Background: an optimization exercise with open tools, aiming at small area. Do not read the settings as production practice.
In this exercise RTL edits were held to simulation tests only and were not proved equivalent to the original.
No activity file was given, so power comes from the tool's default toggle rates. The clock port is modelled as an ideal driver; clocking choices that lean on that would not hold on a real chip.

==> wip/yarrow: inputs <==
==> flow/design.v (excerpt) <==
module LedMatrix (
  output     [34:0]   io_col,
  output     [5:0]    io_row,
  input               bus_write,
  input      [6:0]    bus_address,
  input      [31:0]   bus_writeData,
  input               clk,
  input               reset
);
export LEC_CHECK = 0
export CAP_MARGIN = 0
export CORE_MARGIN = 2
export CORE_UTILIZATION = 75
export CTS_BUF_LIST = sky130_fd_sc_hd__clkbuf_16
export CTS_CLUSTER_DIAMETER = 80
export CTS_CLUSTER_SIZE = 30
export SLEW_MARGIN = 0
create_clock -name core_clock -period 10.0 [get_ports {clk}]
standard.sh (not shown) runs the stock make flow with config.mk's settings and CLKGATE_MAP_FILE= SYNTH_SCRIPT=/design/flow/synth_recipe.tcl, a recipe that flattens the netlist after the stock synthesis.
==> flow/flow/run.sh <==
#!/bin/bash
# Own flow: the standard layout (standard.sh) with three changes:
#  - synthesis runs flow/synth.tcl, which maps the logic with ABC's &nf area mapper
#    (flow/area.abc); registers are mapped before ABC, exactly as in the standard synthesis;
#  - ports are buffered with sky130_fd_sc_hd__buf_1;
#  - clock tree synthesis runs without dummy loads.
set -euo pipefail
W=$(pwd)
F=$W/flow
export MY_ABC_SCRIPT=$F/area.abc
sed "s#SYNTH_SCRIPT=[^ ]*#SYNTH_SCRIPT=$F/synth.tcl#" standard.sh > "$W/own_standard.sh"
grep -q "SYNTH_SCRIPT=$F/synth.tcl" "$W/own_standard.sh"
CTS="-sink_clustering_enable -repair_clock_nets -sink_clustering_size 30 -sink_clustering_max_diameter 80 -buf_list sky130_fd_sc_hd__clkbuf_16 -dont_use_dummy_load"
bash "$W/own_standard.sh" "CTS_ARGS=$CTS" "BUFFER_PORTS_ARGS=-buffer_cell sky130_fd_sc_hd__buf_1" finish > "$W/flow_make.log" 2>&1
==> flow/flow/area.abc <==
strash
&get -n
&st
&dch -f
&nf -p -a -R 1000
&put
==> flow/flow/synth.tcl <==
# The standard synthesis (synth_recipe.tcl), except that the final technology mapping
# runs ABC with the script named by MY_ABC_SCRIPT instead of ORFS's. Registers are mapped
# before ABC runs, so their names and cells are the standard synthesis's.
proc synth {args} { yosys synth -nofsm -noshare {*}$args }
proc abc {args} {
  set i [lsearch -exact $args -script]
  if {$i >= 0} { set args [lreplace $args $i [expr {$i + 1}] -script $::env(MY_ABC_SCRIPT)] }
  yosys abc {*}$args
}
source $::env(SCRIPTS_DIR)/synth.tcl
# left out here: clear keep_hierarchy, flatten, clean up, hide names made inside functions, write 1_2_yosys.v
==> inputs of wip/xenon, as changes to wip/yarrow <==
--- a/flow/design.v
+++ b/flow/design.v
@@ -5,40 +5,50 @@
   input               bus_write,
   input      [6:0]    bus_address,
   input      [31:0]   bus_writeData,
   input               clk,
   input               reset
 );
   reg  [12:0] pwmDiv;
+  reg         pwmTick;
   reg  [9:0]  rowDiv;
+  reg         rowTick;
   reg  [7:0]  pwmCnt;
   reg  [2:0]  rowCnt;
-  wire        pwmTick = (pwmDiv == 13'd3458);
-  wire        rowTick = (rowDiv == 10'd473);
-  wire        pwmFb = ~(pwmDiv[12] ^ pwmDiv[3] ^ pwmDiv[2] ^ pwmDiv[0]);
-  wire        rowFb = ~(rowDiv[9] ^ rowDiv[6]);
+  wire        pwmWrap = (pwmDiv == 13'd4999);
+  wire        rowWrap = (rowDiv == 10'd832);
   always @(posedge clk or posedge reset) begin
     if (reset) begin
       pwmDiv  <= 13'd0;
+      pwmTick <= 1'b0;
       rowDiv  <= 10'd0;
+      rowTick <= 1'b0;
       pwmCnt  <= 8'd0;
       rowCnt  <= 3'd0;
     end else begin
-      pwmDiv  <= pwmTick ? 13'd1 : {pwmDiv[11:0], pwmFb};
-      rowDiv  <= rowTick ? 10'd1 : {rowDiv[8:0], rowFb};
+      pwmDiv  <= pwmWrap ? 13'd0 : pwmDiv + 13'd1;
+      pwmTick <= pwmWrap;
+      rowDiv  <= rowWrap ? 10'd0 : rowDiv + 10'd1;
+      rowTick <= rowWrap;
       if (pwmTick) pwmCnt <= pwmCnt + 8'd1;
       if (rowTick) rowCnt <= (rowCnt == 3'd5) ? 3'd0 : rowCnt + 3'd1;
     end
   end
   reg         ph;
+  reg         done;
   always @(posedge clk or posedge reset) begin
-    if (reset) ph <= 1'b1;
-    else       ph <= ~ph;
+    if (reset) begin
+      ph   <= 1'b1;
+      done <= 1'b0;
+    end else begin
+      ph   <= ~ph;
+      done <= 1'b1;
+    end
   end
-  wire        clr = (rowDiv == 10'd0);
+  wire        clr = ~done;
   wire [23:0] wd = bus_writeData[23:0] ^ {24{ph}};
   reg  [7:0] r0;
   wire        ld0 = bus_write & (bus_address == 7'd0);
   wire        ha0 = ld0 | clr;
   wire        hb0 = ~ld0;
   always @(posedge clk) r0 <= ~((r0 | {8{ha0}}) & (wd[7:0] | {8{hb0}}));
   reg  [7:0] r1;
==> flow/flow/run.sh (replaced) <==
#!/bin/bash
# Own flow: the standard layout (standard.sh), with synthesis run by flow/synth.tcl,
# which maps the logic with ABC's &nf area mapper (flow/area.abc).
set -euo pipefail
W=$(pwd)
F=$W/flow
export MY_ABC_SCRIPT=$F/area.abc
sed "s#SYNTH_SCRIPT=[^ ]*#SYNTH_SCRIPT=$F/synth.tcl#" standard.sh > "$W/own_standard.sh"
grep -q "SYNTH_SCRIPT=$F/synth.tcl" "$W/own_standard.sh"
bash "$W/own_standard.sh" finish > "$W/flow_make.log" 2>&1
==> flow/config.mk (replaced) <==
export PLATFORM = sky130hd
export DESIGN_NAME = LedMatrix
export DESIGN_NICKNAME = LedMatrix
export VERILOG_FILES = /design/flow/design.v
export SDC_FILE = /design/flow/constraint.sdc
export NUM_CORES = 4
export LEC_CHECK = 0
export CAP_MARGIN = 20
export CORE_MARGIN = 2
export CORE_UTILIZATION = 40
export SLEW_MARGIN = 20
==> inputs of wip/garnet, as changes to wip/yarrow <==
--- a/flow/design.v
+++ b/flow/design.v
@@ -8,27 +8,25 @@
   input               clk,
   input               reset
 );
   reg  [12:0] pwmDiv;
   reg  [9:0]  rowDiv;
   reg  [7:0]  pwmCnt;
   reg  [2:0]  rowCnt;
-  wire        pwmTick = (pwmDiv == 13'd3458);
-  wire        rowTick = (rowDiv == 10'd473);
-  wire        pwmFb = ~(pwmDiv[12] ^ pwmDiv[3] ^ pwmDiv[2] ^ pwmDiv[0]);
-  wire        rowFb = ~(rowDiv[9] ^ rowDiv[6]);
+  wire        pwmTick = (pwmDiv == 13'd5000);
+  wire        rowTick = (rowDiv == 10'd833);
   always @(posedge clk or posedge reset) begin
     if (reset) begin
       pwmDiv  <= 13'd0;
       rowDiv  <= 10'd0;
       pwmCnt  <= 8'd0;
       rowCnt  <= 3'd0;
     end else begin
-      pwmDiv  <= pwmTick ? 13'd1 : {pwmDiv[11:0], pwmFb};
-      rowDiv  <= rowTick ? 10'd1 : {rowDiv[8:0], rowFb};
+      pwmDiv  <= pwmTick ? 13'd1 : pwmDiv + 13'd1;
+      rowDiv  <= rowTick ? 10'd1 : rowDiv + 10'd1;
       if (pwmTick) pwmCnt <= pwmCnt + 8'd1;
       if (rowTick) rowCnt <= (rowCnt == 3'd5) ? 3'd0 : rowCnt + 3'd1;
     end
   end
   reg         ph;
   always @(posedge clk or posedge reset) begin
     if (reset) ph <= 1'b1;
==> flow/config.mk (replaced) <==
export PLATFORM = sky130hd
export DESIGN_NAME = LedMatrix
export DESIGN_NICKNAME = LedMatrix
export VERILOG_FILES = /design/flow/design.v
export SDC_FILE = /design/flow/constraint.sdc
export NUM_CORES = 4
export LEC_CHECK = 0
export CAP_MARGIN = 20
export CORE_MARGIN = 2
export CORE_UTILIZATION = 60
export CTS_BUF_LIST = sky130_fd_sc_hd__clkbuf_16
export CTS_CLUSTER_DIAMETER = 80
export CTS_CLUSTER_SIZE = 30
export SLEW_MARGIN = 20
==> qor.txt <==
combinational power = 0.649 mW
first-pass GRT wire length = 256 mm
Int Pwr = 9.55 mW
run status = timing/DRC/antenna clean
NonClk Buf Share = 0.0329
final worst slack = 2140 ps
worst slew pin tran = 1160 ps
post-synthesis simple-gate area fraction = 0.0637
The numbers above come from wip/xenon.

==> qor.txt <==
NonClk Buf Share = 0.0241
post-synthesis simple-gate area fraction = 0.0650
combinational power = 0.639 mW
run status = timing/DRC/antenna clean
worst slew pin tran = 1230 ps
Int Pwr = 7.33 mW
first-pass GRT wire length = 243 mm
The numbers above come from wip/garnet.

==> qor.txt <==
reg-to-reg slack, setup = 5600 ps
sequential cells = 1379
non-clock buffer count = 172
Int Pwr = 7.31 mW
post-synthesis simple-gate area fraction = 0.0626
first-pass GRT wire length = 236 mm
largest cell class by area = flip-flops and latches
worst slew pin tran = 1320 ps
Syn Nets = 4417
combinational power = 0.646 mW
final worst slack = 2110 ps
area delta synth->final = 8.65%
run status = timing/DRC/antenna clean
The numbers above come from wip/yarrow.


========
==> inputs of run a <==
Starting RTL as in the previous note.
==> flow/config.mk <==
export PLATFORM = sky130hd
export DESIGN_NAME = LedMatrix
export DESIGN_NICKNAME = LedMatrix
export VERILOG_FILES = /design/flow/design.v
export SDC_FILE = /design/flow/constraint.sdc
export NUM_CORES = 4
export LEC_CHECK = 0
export CAP_MARGIN = 0
export CORE_MARGIN = 2
export CORE_UTILIZATION = 75
export CTS_BUF_LIST = sky130_fd_sc_hd__clkbuf_16
export CTS_CLUSTER_DIAMETER = 80
export CTS_CLUSTER_SIZE = 30
export GPL_TIMING_DRIVEN = 0
export SLEW_MARGIN = 0
==> flow/constraint.sdc <==
create_clock -name core_clock -period 10.0 [get_ports {clk}]
set_input_delay 2.0000 -clock core_clock [delete_from_list [all_inputs] [get_ports {clk}]]
set_output_delay 2.0000 -clock core_clock [all_outputs]
set_load 0.01 [all_outputs]
==> flow/flow/run.sh <==
#!/bin/bash
# Own flow: the standard layout (standard.sh) with three changes:
#  - synthesis runs flow/synth.tcl, which maps the logic with ABC's &nf area mapper
#    (flow/area.abc); registers are mapped before ABC, exactly as in the standard synthesis;
#  - ports are buffered with sky130_fd_sc_hd__buf_1;
#  - clock tree synthesis runs without dummy loads.
set -euo pipefail
W=$(pwd)
F=$W/flow
export MY_ABC_SCRIPT=$F/area.abc
sed "s#SYNTH_SCRIPT=[^ ]*#SYNTH_SCRIPT=$F/synth.tcl#" standard.sh > "$W/own_standard.sh"
grep -q "SYNTH_SCRIPT=$F/synth.tcl" "$W/own_standard.sh"
CTS="-sink_clustering_enable -repair_clock_nets -sink_clustering_size 30 -sink_clustering_max_diameter 80 -buf_list sky130_fd_sc_hd__clkbuf_16 -dont_use_dummy_load"
bash "$W/own_standard.sh" "CTS_ARGS=$CTS" "BUFFER_PORTS_ARGS=-buffer_cell sky130_fd_sc_hd__buf_1" finish > "$W/flow_make.log" 2>&1
Scripts as last shown in full above: flow/flow/area.abc, flow/flow/synth.tcl
==> run b (differences from run a) <==
CAP_MARGIN = 5   (was 0)
GPL_TIMING_DRIVEN = default   (was 0)
SLEW_MARGIN = 5   (was 0)
==> run c (differences from run a) <==
--- a/flow/design.v
+++ b/flow/design.v
@@ -8,27 +8,25 @@
   input               clk,
   input               reset
 );
   reg  [12:0] pwmDiv;
   reg  [9:0]  rowDiv;
   reg  [7:0]  pwmCnt;
   reg  [2:0]  rowCnt;
-  wire        pwmTick = (pwmDiv == 13'd3458);
-  wire        rowTick = (rowDiv == 10'd473);
-  wire        pwmFb = ~(pwmDiv[12] ^ pwmDiv[3] ^ pwmDiv[2] ^ pwmDiv[0]);
-  wire        rowFb = ~(rowDiv[9] ^ rowDiv[6]);
+  wire        pwmTick = (pwmDiv == 13'd5000);
+  wire        rowTick = (rowDiv == 10'd833);
   always @(posedge clk or posedge reset) begin
     if (reset) begin
       pwmDiv  <= 13'd0;
       rowDiv  <= 10'd0;
       pwmCnt  <= 8'd0;
       rowCnt  <= 3'd0;
     end else begin
-      pwmDiv  <= pwmTick ? 13'd1 : {pwmDiv[11:0], pwmFb};
-      rowDiv  <= rowTick ? 10'd1 : {rowDiv[8:0], rowFb};
+      pwmDiv  <= pwmTick ? 13'd1 : pwmDiv + 13'd1;
+      rowDiv  <= rowTick ? 10'd1 : rowDiv + 10'd1;
       if (pwmTick) pwmCnt <= pwmCnt + 8'd1;
       if (rowTick) rowCnt <= (rowCnt == 3'd5) ? 3'd0 : rowCnt + 3'd1;
     end
   end
   reg         ph;
   always @(posedge clk or posedge reset) begin
     if (reset) ph <= 1'b1;
==> flow/flow/run.sh (replaced) <==
#!/bin/bash
# Own flow: the standard layout (standard.sh), with synthesis run by flow/synth.tcl,
# which maps the logic with ABC's &nf area mapper (flow/area.abc).
set -euo pipefail
W=$(pwd)
F=$W/flow
export MY_ABC_SCRIPT=$F/area.abc
sed "s#SYNTH_SCRIPT=[^ ]*#SYNTH_SCRIPT=$F/synth.tcl#" standard.sh > "$W/own_standard.sh"
grep -q "SYNTH_SCRIPT=$F/synth.tcl" "$W/own_standard.sh"
bash "$W/own_standard.sh" finish > "$W/flow_make.log" 2>&1
CAP_MARGIN = 20   (was 0)
CORE_UTILIZATION = 60   (was 75)
GPL_TIMING_DRIVEN = default   (was 0)
SLEW_MARGIN = 20   (was 0)
==> reports/qor.txt <==
Max Fclk: 113 MHz
Register area share after synthesis: 59.2%
LEAKAGE: 19.5 nW
Finished Cell Area: 52200 sq um
Clock-cell share: 3.05%
Crit-path max FO: 25
WHS: 0.439 ns
Dpl cells: 5637
Row cnt: 102
Detailed-route via count: 43155
Status: complete, no violations
Commonest non-fill, non-tap cells in the layout: o22ai_1, dfxtp_1, nand2_1, a222oi_1, a22oi_1
Simple-Gate Fraction of Synth Area: 6.50%
Met3 wire length: 17400 um
Min cycle time layout: 8.86 ns
CP Depth: 13
(the above is from run c)
==> reports/qor.txt <==
Register area share after synthesis: 59.6%
Crit-path max FO: 37
Detailed-route via count: 44357
CP Depth: 14
Met3 wire length: 22500 um
Min cycle time layout: 7.89 ns
Dpl cells: 5372
LEAKAGE: 18.9 nW
Simple-Gate Fraction of Synth Area: 6.26%
Max Fclk: 127 MHz
WHS: 0.405 ns
Row cnt: 91
Pins Over Slew Limit: 0
Status: complete, no violations
Commonest non-fill, non-tap cells in the layout: o22ai_1, dfxtp_1, nand2_1, a222oi_1, a22oi_1
(the above is from run b)
==> reports/qor.txt <==
Min cycle time layout: 9.16 ns
Max Fclk: 109 MHz
WHS: 0.437 ns
Failing Checks: slew limit
Commonest non-fill, non-tap cells in the layout: o22ai_1, dfxtp_1, nand2_1, a222oi_1, a22oi_1
Post-DR wirelength/cell: 30.7 um
Status: finished with violations
Dpl cells: 5440
LEAKAGE: 19.9 nW
Clock-cell share: 2.45%
Clock buffer count from CTS: 52
Row cnt: 91
Pins Over Slew Limit: 1
Detailed-route via count: 46451
Finished Cell Area: 53100 sq um
(the above is from run a)

========
==> v10 <==
RTL: one of the versions met above, not the one the previous note started from.
clock: 10.0 ns
lec_check: 0
abc_area: 1
cap_margin: 20
core_margin: 2
core_utilization: 40
slew_margin: 20
run.sh (not shown) runs the stock make flow with config.mk's settings and CLKGATE_MAP_FILE= SYNTH_SCRIPT=/design/flow/synth_recipe.tcl, a recipe that flattens the netlist after the stock synthesis.
Stock flow here: none of the scripts above is used.
==> inputs of v12, as changes to v10 <==
--- a/flow/design.v
+++ b/flow/design.v
@@ -7,46 +7,34 @@
   input      [31:0]   bus_writeData,
   input               clk,
   input               reset
 );
   reg  [12:0] pwmDiv;
-  reg         pwmTick;
   reg  [9:0]  rowDiv;
-  reg         rowTick;
   reg  [7:0]  pwmCnt;
   reg  [2:0]  rowCnt;
-  wire        pwmWrap = (pwmDiv == 13'd4999);
-  wire        rowWrap = (rowDiv == 10'd832);
+  wire        pwmTick = (pwmDiv == 13'd5000);
+  wire        rowTick = (rowDiv == 10'd833);
   always @(posedge clk or posedge reset) begin
     if (reset) begin
       pwmDiv  <= 13'd0;
-      pwmTick <= 1'b0;
       rowDiv  <= 10'd0;
-      rowTick <= 1'b0;
       pwmCnt  <= 8'd0;
       rowCnt  <= 3'd0;
     end else begin
-      pwmDiv  <= pwmWrap ? 13'd0 : pwmDiv + 13'd1;
-      pwmTick <= pwmWrap;
-      rowDiv  <= rowWrap ? 10'd0 : rowDiv + 10'd1;
-      rowTick <= rowWrap;
+      pwmDiv  <= pwmTick ? 13'd1 : pwmDiv + 13'd1;
+      rowDiv  <= rowTick ? 10'd1 : rowDiv + 10'd1;
       if (pwmTick) pwmCnt <= pwmCnt + 8'd1;
       if (rowTick) rowCnt <= (rowCnt == 3'd5) ? 3'd0 : rowCnt + 3'd1;
     end
   end
   reg         ph;
-  reg         done;
   always @(posedge clk or posedge reset) begin
-    if (reset) begin
-      ph   <= 1'b1;
-      done <= 1'b0;
-    end else begin
-      ph   <= ~ph;
-      done <= 1'b1;
-    end
+    if (reset) ph <= 1'b1;
+    else       ph <= ~ph;
   end
-  wire        clr = ~done;
+  wire        clr = (rowDiv == 10'd0);
   wire [23:0] wd = bus_writeData[23:0] ^ {24{ph}};
   reg  [7:0] r0;
   wire        ld0 = bus_write & (bus_address == 7'd0);
   wire        ha0 = ld0 | clr;
   wire        hb0 = ~ld0;
==> flow/flow/run.sh (new file) <==
#!/bin/bash
# Own flow: the standard layout (standard.sh), with synthesis run by flow/synth.tcl,
# which maps the logic with ABC's &nf area mapper (flow/area.abc).
set -euo pipefail
W=$(pwd)
F=$W/flow
export MY_ABC_SCRIPT=$F/area.abc
sed "s#SYNTH_SCRIPT=[^ ]*#SYNTH_SCRIPT=$F/synth.tcl#" standard.sh > "$W/own_standard.sh"
grep -q "SYNTH_SCRIPT=$F/synth.tcl" "$W/own_standard.sh"
bash "$W/own_standard.sh" finish > "$W/flow_make.log" 2>&1
==> flow/flow/area.abc (new file) <==
strash
&get -n
&st
&dch -f
&nf -p -a -R 1000
&put
==> flow/flow/synth.tcl (new file) <==
# The standard synthesis (synth_recipe.tcl), except that the final technology mapping
# runs ABC with the script named by MY_ABC_SCRIPT instead of ORFS's. Registers are mapped
# before ABC runs, so their names and cells are the standard synthesis's.
proc synth {args} { yosys synth -nofsm -noshare {*}$args }
proc abc {args} {
  set i [lsearch -exact $args -script]
  if {$i >= 0} { set args [lreplace $args $i [expr {$i + 1}] -script $::env(MY_ABC_SCRIPT)] }
  yosys abc {*}$args
}
source $::env(SCRIPTS_DIR)/synth.tcl
# left out here: clear keep_hierarchy, flatten, clean up, hide names made inside functions, write 1_2_yosys.v
==> flow/standard.sh (new file) <==
#!/bin/bash
# synth_recipe.tcl (not shown) runs the flow's synth.tcl, then flattens the netlist and writes it again
# the make line also repeats each setting of config.mk as NAME=value (left out here)
make -C /OpenROAD-flow-scripts/flow DESIGN_CONFIG=/design/flow/config.mk WORK_HOME=/design/flow/orfs CLKGATE_MAP_FILE= SYNTH_SCRIPT=/design/flow/synth_recipe.tcl "${@:-finish}"
ABC_AREA = not set   (was 1)
CTS_BUF_LIST = sky130_fd_sc_hd__clkbuf_8   (was not set)
CTS_CLUSTER_DIAMETER = 60   (was not set)
CTS_CLUSTER_SIZE = 18   (was not set)
removed: flow/run.sh
==> inputs of v16, as changes to v10 <==
--- a/flow/design.v
+++ b/flow/design.v
@@ -7,46 +7,34 @@
   input      [31:0]   bus_writeData,
   input               clk,
   input               reset
 );
   reg  [12:0] pwmDiv;
-  reg         pwmTick;
   reg  [9:0]  rowDiv;
-  reg         rowTick;
   reg  [7:0]  pwmCnt;
   reg  [2:0]  rowCnt;
-  wire        pwmWrap = (pwmDiv == 13'd4999);
-  wire        rowWrap = (rowDiv == 10'd832);
+  wire        pwmTick = (pwmDiv == 13'd5000);
+  wire        rowTick = (rowDiv == 10'd833);
   always @(posedge clk or posedge reset) begin
     if (reset) begin
       pwmDiv  <= 13'd0;
-      pwmTick <= 1'b0;
       rowDiv  <= 10'd0;
-      rowTick <= 1'b0;
       pwmCnt  <= 8'd0;
       rowCnt  <= 3'd0;
     end else begin
-      pwmDiv  <= pwmWrap ? 13'd0 : pwmDiv + 13'd1;
-      pwmTick <= pwmWrap;
-      rowDiv  <= rowWrap ? 10'd0 : rowDiv + 10'd1;
-      rowTick <= rowWrap;
+      pwmDiv  <= pwmTick ? 13'd1 : pwmDiv + 13'd1;
+      rowDiv  <= rowTick ? 10'd1 : rowDiv + 10'd1;
       if (pwmTick) pwmCnt <= pwmCnt + 8'd1;
       if (rowTick) rowCnt <= (rowCnt == 3'd5) ? 3'd0 : rowCnt + 3'd1;
     end
   end
   reg         ph;
-  reg         done;
   always @(posedge clk or posedge reset) begin
-    if (reset) begin
-      ph   <= 1'b1;
-      done <= 1'b0;
-    end else begin
-      ph   <= ~ph;
-      done <= 1'b1;
-    end
+    if (reset) ph <= 1'b1;
+    else       ph <= ~ph;
   end
-  wire        clr = ~done;
+  wire        clr = (rowDiv == 10'd0);
   wire [23:0] wd = bus_writeData[23:0] ^ {24{ph}};
   reg  [7:0] r0;
   wire        ld0 = bus_write & (bus_address == 7'd0);
   wire        ha0 = ld0 | clr;
   wire        hb0 = ~ld0;
==> flow/flow/run.sh (new file) <==
#!/bin/bash
# Own flow: the standard layout (standard.sh), with synthesis run by flow/synth.tcl,
# which maps the logic with ABC's &nf area mapper (flow/area.abc).
set -euo pipefail
W=$(pwd)
F=$W/flow
export MY_ABC_SCRIPT=$F/area.abc
sed "s#SYNTH_SCRIPT=[^ ]*#SYNTH_SCRIPT=$F/synth.tcl#" standard.sh > "$W/own_standard.sh"
grep -q "SYNTH_SCRIPT=$F/synth.tcl" "$W/own_standard.sh"
bash "$W/own_standard.sh" finish > "$W/flow_make.log" 2>&1
==> flow/flow/area.abc (new file) <==
strash
&get -n
&st
&dch -f
&nf -p -a -R 1000
&put
==> flow/flow/synth.tcl (new file) <==
# The standard synthesis (synth_recipe.tcl), except that the final technology mapping
# runs ABC with the script named by MY_ABC_SCRIPT instead of ORFS's. Registers are mapped
# before ABC runs, so their names and cells are the standard synthesis's.
proc synth {args} { yosys synth -nofsm -noshare {*}$args }
proc abc {args} {
  set i [lsearch -exact $args -script]
  if {$i >= 0} { set args [lreplace $args $i [expr {$i + 1}] -script $::env(MY_ABC_SCRIPT)] }
  yosys abc {*}$args
}
source $::env(SCRIPTS_DIR)/synth.tcl
# left out here: clear keep_hierarchy, flatten, clean up, hide names made inside functions, write 1_2_yosys.v
==> flow/standard.sh (new file) <==
#!/bin/bash
# synth_recipe.tcl (not shown) runs the flow's synth.tcl, then flattens the netlist and writes it again
# the make line also repeats each setting of config.mk as NAME=value (left out here)
make -C /OpenROAD-flow-scripts/flow DESIGN_CONFIG=/design/flow/config.mk WORK_HOME=/design/flow/orfs CLKGATE_MAP_FILE= SYNTH_SCRIPT=/design/flow/synth_recipe.tcl "${@:-finish}"
ABC_AREA = not set   (was 1)
CTS_BUF_LIST = sky130_fd_sc_hd__clkbuf_16   (was not set)
CTS_CLUSTER_DIAMETER = 80   (was not set)
CTS_CLUSTER_SIZE = 30   (was not set)
removed: flow/run.sh
==> inputs of v33, as changes to v10 <==
--- a/flow/design.v
+++ b/flow/design.v
@@ -7,46 +7,34 @@
   input      [31:0]   bus_writeData,
   input               clk,
   input               reset
 );
   reg  [12:0] pwmDiv;
-  reg         pwmTick;
   reg  [9:0]  rowDiv;
-  reg         rowTick;
   reg  [7:0]  pwmCnt;
   reg  [2:0]  rowCnt;
-  wire        pwmWrap = (pwmDiv == 13'd4999);
-  wire        rowWrap = (rowDiv == 10'd832);
+  wire        pwmTick = (pwmDiv == 13'd5000);
+  wire        rowTick = (rowDiv == 10'd833);
   always @(posedge clk or posedge reset) begin
     if (reset) begin
       pwmDiv  <= 13'd0;
-      pwmTick <= 1'b0;
       rowDiv  <= 10'd0;
-      rowTick <= 1'b0;
       pwmCnt  <= 8'd0;
       rowCnt  <= 3'd0;
     end else begin
-      pwmDiv  <= pwmWrap ? 13'd0 : pwmDiv + 13'd1;
-      pwmTick <= pwmWrap;
-      rowDiv  <= rowWrap ? 10'd0 : rowDiv + 10'd1;
-      rowTick <= rowWrap;
+      pwmDiv  <= pwmTick ? 13'd1 : pwmDiv + 13'd1;
+      rowDiv  <= rowTick ? 10'd1 : rowDiv + 10'd1;
       if (pwmTick) pwmCnt <= pwmCnt + 8'd1;
       if (rowTick) rowCnt <= (rowCnt == 3'd5) ? 3'd0 : rowCnt + 3'd1;
     end
   end
   reg         ph;
-  reg         done;
   always @(posedge clk or posedge reset) begin
-    if (reset) begin
-      ph   <= 1'b1;
-      done <= 1'b0;
-    end else begin
-      ph   <= ~ph;
-      done <= 1'b1;
-    end
+    if (reset) ph <= 1'b1;
+    else       ph <= ~ph;
   end
-  wire        clr = ~done;
+  wire        clr = (rowDiv == 10'd0);
   wire [23:0] wd = bus_writeData[23:0] ^ {24{ph}};
   reg  [7:0] r0;
   wire        ld0 = bus_write & (bus_address == 7'd0);
   wire        ha0 = ld0 | clr;
   wire        hb0 = ~ld0;
==> flow/flow/run.sh (new file) <==
#!/bin/bash
# Own flow: the standard layout (standard.sh) with three changes:
#  - synthesis runs flow/synth.tcl, which maps the logic with ABC's &nf area mapper
#    (flow/area.abc); registers are mapped before ABC, exactly as in the standard synthesis;
#  - ports are buffered with sky130_fd_sc_hd__buf_1;
#  - clock tree synthesis runs without dummy loads.
set -euo pipefail
W=$(pwd)
F=$W/flow
export MY_ABC_SCRIPT=$F/area.abc
sed "s#SYNTH_SCRIPT=[^ ]*#SYNTH_SCRIPT=$F/synth.tcl#" standard.sh > "$W/own_standard.sh"
grep -q "SYNTH_SCRIPT=$F/synth.tcl" "$W/own_standard.sh"
CTS="-sink_clustering_enable -repair_clock_nets -sink_clustering_size 30 -sink_clustering_max_diameter 80 -buf_list sky130_fd_sc_hd__clkbuf_16 -dont_use_dummy_load"
bash "$W/own_standard.sh" "CTS_ARGS=$CTS" "BUFFER_PORTS_ARGS=-buffer_cell sky130_fd_sc_hd__buf_1" finish > "$W/flow_make.log" 2>&1
==> flow/flow/area.abc (new file) <==
strash
&get -n
&st
&dch -f
&nf -p -a -R 1000
&put
==> flow/flow/synth.tcl (new file) <==
# The standard synthesis (synth_recipe.tcl), except that the final technology mapping
# runs ABC with the script named by MY_ABC_SCRIPT instead of ORFS's. Registers are mapped
# before ABC runs, so their names and cells are the standard synthesis's.
proc synth {args} { yosys synth -nofsm -noshare {*}$args }
proc abc {args} {
  set i [lsearch -exact $args -script]
  if {$i >= 0} { set args [lreplace $args $i [expr {$i + 1}] -script $::env(MY_ABC_SCRIPT)] }
  yosys abc {*}$args
}
source $::env(SCRIPTS_DIR)/synth.tcl
# left out here: clear keep_hierarchy, flatten, clean up, hide names made inside functions, write 1_2_yosys.v
==> flow/standard.sh (new file) <==
#!/bin/bash
# synth_recipe.tcl (not shown) runs the flow's synth.tcl, then flattens the netlist and writes it again
# the make line also repeats each setting of config.mk as NAME=value (left out here)
make -C /OpenROAD-flow-scripts/flow DESIGN_CONFIG=/design/flow/config.mk WORK_HOME=/design/flow/orfs CLKGATE_MAP_FILE= SYNTH_SCRIPT=/design/flow/synth_recipe.tcl "${@:-finish}"
ABC_AREA = not set   (was 1)
CORE_UTILIZATION = 75   (was 40)
CTS_BUF_LIST = sky130_fd_sc_hd__clkbuf_16   (was not set)
CTS_CLUSTER_DIAMETER = 80   (was not set)
CTS_CLUSTER_SIZE = 30   (was not set)
removed: flow/run.sh
==> notes <==
- v16 finished with timing, DRC and antenna clean. v33 produced a clean layout. v12 completed with no timing, DRC or antenna violations. v10 completed without violations.
- Clock-buffer cell count, highest first: v10, v12, v16, v33.
- Combinational power: v16 is smaller than v10 (about 9%).
- Sequential power: v10 is lower than v33 (4.8%).
- Cell area, highest first: v10, v12, v16, v33.
- Synthesized cell count is the same in v12 and v16.

port drivers added, routing unchanged:
Ports are ideal in the flow. The routed layouts listed here were re-timed in OpenROAD.
Step 1 assumes that a clkbuf_16 drives the clock port and a buf_2 every other input.
Step 2 times the ports against the registers' clock, not the clock port: input delays grow and output delays shrink by t, the midpoint of the rising clock arrivals with the driver on.
Slacks: ideal ports / drivers / drivers and shift; pairs: ideal ports / drivers.
| run | t (ns) | setup slack, ns | clock arrival spread, ns |
|---|---|---|---|
| wip/yarrow | 0.716 | 2.107 / 2.039 / 2.755 | 0.069 / 0.069 |
| wip/xenon | 0.824 | 2.139 / 2.067 / 2.891 | 0.032 / 0.033 |
| wip/garnet | 0.738 | 1.827 / 1.758 / 2.496 | 0.057 / 0.058 |
| run a | 0.738 | 0.845 / 0.774 / 1.512 | 0.055 / 0.055 |
| run b | 0.716 | 2.107 / 2.039 / 2.755 | 0.069 / 0.069 |
| run c | 0.754 | 1.143 / 1.071 / 1.825 | 0.027 / 0.027 |
| v10 | 0.849 | 2.509 / 2.435 / 3.285 | 0.030 / 0.029 |
| v12 | 0.891 | 1.184 / 1.117 / 2.009 | 0.071 / 0.071 |
| v16 | 0.770 | 1.294 / 1.227 / 1.997 | 0.047 / 0.046 |
| v33 | 0.724 | 1.991 / 1.926 / 2.650 | 0.044 / 0.044 |
